Context: an optimization exercise on an open-source flow, tuned for small area. The choices shown serve that exercise and are no tape-out recipe.
Where RTL was checked, it was by simulation tests only, not by an equivalence proof against the original.

== harbor ==
==> module tpu, before the edit <==
module tpu #(parameter N = 4, parameter K = 8) (
    input  logic s_clk,
    input  logic s_rst_n,
    input  logic s_update,
    input  logic s_in,
    output logic s_out
);
    reg [148:0] pc;
    always @(posedge s_clk)
        pc <= {s_in, pc[148:1]};
    reg [3:0] off;      
    reg [7:0] sc;       
    reg       zf;       
    always @(posedge s_clk) begin
        if (!s_rst_n) begin
            off <= 4'd0;
            sc  <= 8'd0;
            zf  <= 1'b1;
        end else if (s_update) begin
            off <= off + 4'd1;
            sc  <= 8'd0;
        end else if (sc != 8'd134) begin
            sc <= sc + 8'd1;
            if (sc == 8'd133) begin
                off <= 4'd0;
                zf  <= 1'b0;
            end
        end
    end
    wire [2:0] opcode = pc[148:146];
    wire [2:0] regno  = pc[145:143];
    wire start = s_rst_n && s_update && (off == 4'd0) && (opcode <= 3'd4);
    wire chain0 = pc[4'd15 - off];
    reg       act;
    reg [2:0] op;
    reg [2:0] rsel;
    reg [6:0] cnt;
    wire is_rhm = (op == 3'd0);
    wire is_lw  = (op == 3'd1);
    wire is_ls  = (op == 3'd2);
    wire is_mm  = (op == 3'd3);
    wire is_whm = (op == 3'd4);
    wire adv = act && (!is_whm || !s_update);
    always @(posedge s_clk) begin
        if (start) begin
            act  <= 1'b1;
            op   <= opcode;
            rsel <= regno;
            cnt  <= 7'd0;
        end else if (adv) begin
            cnt <= cnt + 7'd1;
            if (cnt == 7'd127) act <= 1'b0;
        end
    end
    reg wz, sz, mmz;
    always @(posedge s_clk) begin
        if (!s_rst_n) begin
            wz <= 1'b1;
            sz <= 1'b1;
        end else if (start) begin
            if (opcode == 3'd1) wz <= 1'b0;
            if (opcode == 3'd2) sz <= 1'b0;
        end
        if (start) mmz <= wz | sz;
    end
    reg [127:0] rf [0:K-1];
    wire rout = rf[rsel][0];
    reg [15:0] wk [0:N-1];
    reg [15:0] sk [0:N-1];
    reg [5:0]  acc;
    wire [2:0] q = cnt[2:0];
    wire       slot = !q[2] && !mmz;     
    wire [5:0] psum = ({2'b0, sk[0][0] && slot ? wk[0][3:0] : 4'd0}
                     + {2'b0, sk[1][0] && slot ? wk[1][3:0] : 4'd0})
                    + ({2'b0, sk[2][0] && slot ? wk[2][3:0] : 4'd0}
                     + {2'b0, sk[3][0] && slot ? wk[3][3:0] : 4'd0});
    wire [6:0] msum = {1'b0, (q == 3'd0) ? 6'd0 : acc} + {1'b0, psum};
    wire       mbit = msum[0];
    always @(posedge s_clk)
        if (adv && is_mm) acc <= msum[6:1];
    wire wd = is_mm ? mbit : pc[14];
    wire wr = is_rhm || is_mm;
    genvar r, k;
    generate
        for (r = 0; r < K; r = r + 1) begin : g_rf
            always @(posedge s_clk)
                if (adv && rsel == r)
                    rf[r] <= {wr ? wd : rf[r][0], rf[r][127:1]};
        end
        for (k = 0; k < N; k = k + 1) begin : g_ws
            wire wen = adv && ((is_lw && !cnt[2] && cnt[4:3] == k) ||
                               (is_mm && cnt[4:2] == 3'b111));
            wire sen = adv && ((is_ls && !cnt[2] && cnt[6:5] == k) ||
                               (is_mm && !cnt[2]));
            always @(posedge s_clk) begin
                if (wen) wk[k] <= {is_mm ? wk[k][0] : rout, wk[k][15:1]};
                if (sen) sk[k] <= {is_mm ? sk[k][0] : rout, sk[k][15:1]};
            end
        end
    endgenerate
    reg von;
    always @(posedge s_clk)
        if (!s_rst_n) von <= 1'b0;
        else if (start) von <= (opcode == 3'd4);
    wire ovr = von && act && off != 4'd1 && off != 4'd2;
    assign s_out = !zf && (ovr ? rout : chain0);
endmodule
==> flow/config.mk <==
export PLATFORM = sky130hd
export DESIGN_NAME = tpu
export DESIGN_NICKNAME = tpu
export VERILOG_FILES = /design/flow/design.v
export SDC_FILE = /design/flow/constraint.sdc
export NUM_CORES = 4
export LEC_CHECK = 0
export CAP_MARGIN = 20
export CORE_MARGIN = 2
export CORE_UTILIZATION = 40
export PLACE_DENSITY = 0.6
export SLEW_MARGIN = 20
==> flow/constraint.sdc <==
create_clock -name core_clock -period 6.0 [get_ports {s_clk}]
set_input_delay 1.2000 -clock core_clock [delete_from_list [all_inputs] [get_ports {s_clk}]]
set_output_delay 1.2000 -clock core_clock [all_outputs]
set_load 0.01 [all_outputs]
standard.sh (not shown) runs the stock make flow with config.mk's settings and CLKGATE_MAP_FILE= SYNTH_SCRIPT=/design/flow/synth_recipe.tcl, a recipe that flattens the netlist after the stock synthesis.
==> flow/flow/run.sh <==
#!/bin/bash
# The standard layout, with the clock tree built without dummy loads.
set -euo pipefail
bash standard.sh finish \
  "CTS_ARGS=-sink_clustering_enable -repair_clock_nets -dont_use_dummy_load -sink_clustering_size 16 -sink_clustering_max_diameter 60 -buf_list sky130_fd_sc_hd__clkbuf_8" \
  > make_finish.log 2>&1
[inputs] onyx vs harbor
--- a/flow/design.v
+++ b/flow/design.v
@@ -96,12 +96,8 @@
                 if (wen) wk[k] <= {is_mm ? wk[k][0] : rout, wk[k][15:1]};
                 if (sen) sk[k] <= {is_mm ? sk[k][0] : rout, sk[k][15:1]};
             end
         end
     endgenerate
-    reg von;
-    always @(posedge s_clk)
-        if (!s_rst_n) von <= 1'b0;
-        else if (start) von <= (opcode == 3'd4);
-    wire ovr = von && act && off != 4'd1 && off != 4'd2;
+    wire ovr = act && is_whm && off != 4'd1 && off != 4'd2;
     assign s_out = !zf && (ovr ? rout : chain0);
 endmodule
[summary]
onyx has tightest hold margin above what harbor had.
Timing endpoint of the critical path = acc[5]$_DFFE_PP_: harbor; timing endpoint of the critical path = s_out: onyx
| top fanout value on the critical path | lower: onyx |
Between onyx and harbor, the sequential cell count figures differ only marginally.
Between onyx and harbor, the buffer share of cell area is higher for onyx.
harbor → onyx: total detailed-routing wirelength rose 2.4%; met1 track demand over resource rose 0.21 points.
Only the layout flow was run in onyx; the RTL was not checked for function there.

re-timing with driven ports:
The flow's constraints put no driver on any port. The routed layouts listed below were extracted and timed again, unchanged, in two steps. Step 1, drivers: a clkbuf_16 drives s_clk and a buf_2 each remaining input, both assumed. Step 2 also shifts input and output timing later by t, the mid clock arrival at the registers, as if the neighbouring blocks saw the same clock. a / b / c = ideal / step 1 / step 2; a / b = the first two.
run | shift t [ns] | slack for setup (ns) | hold slack, ns | worst setup path after step 2 | cell pins on the clock port's net
harbor | 0.731 | 1.592 / 1.592 / 1.592 | 0.272 / 0.272 / 0.272 | input to register | 1
onyx | 0.741 | 1.666 / 1.607 / 1.482 | 0.300 / 0.300 / 0.300 | input to register | 1
After both steps setup and hold are still met in every run listed. For onyx, which loses most, drivers alone change the setup slack by -0.059 ns; drivers and shift together by -0.184 ns.
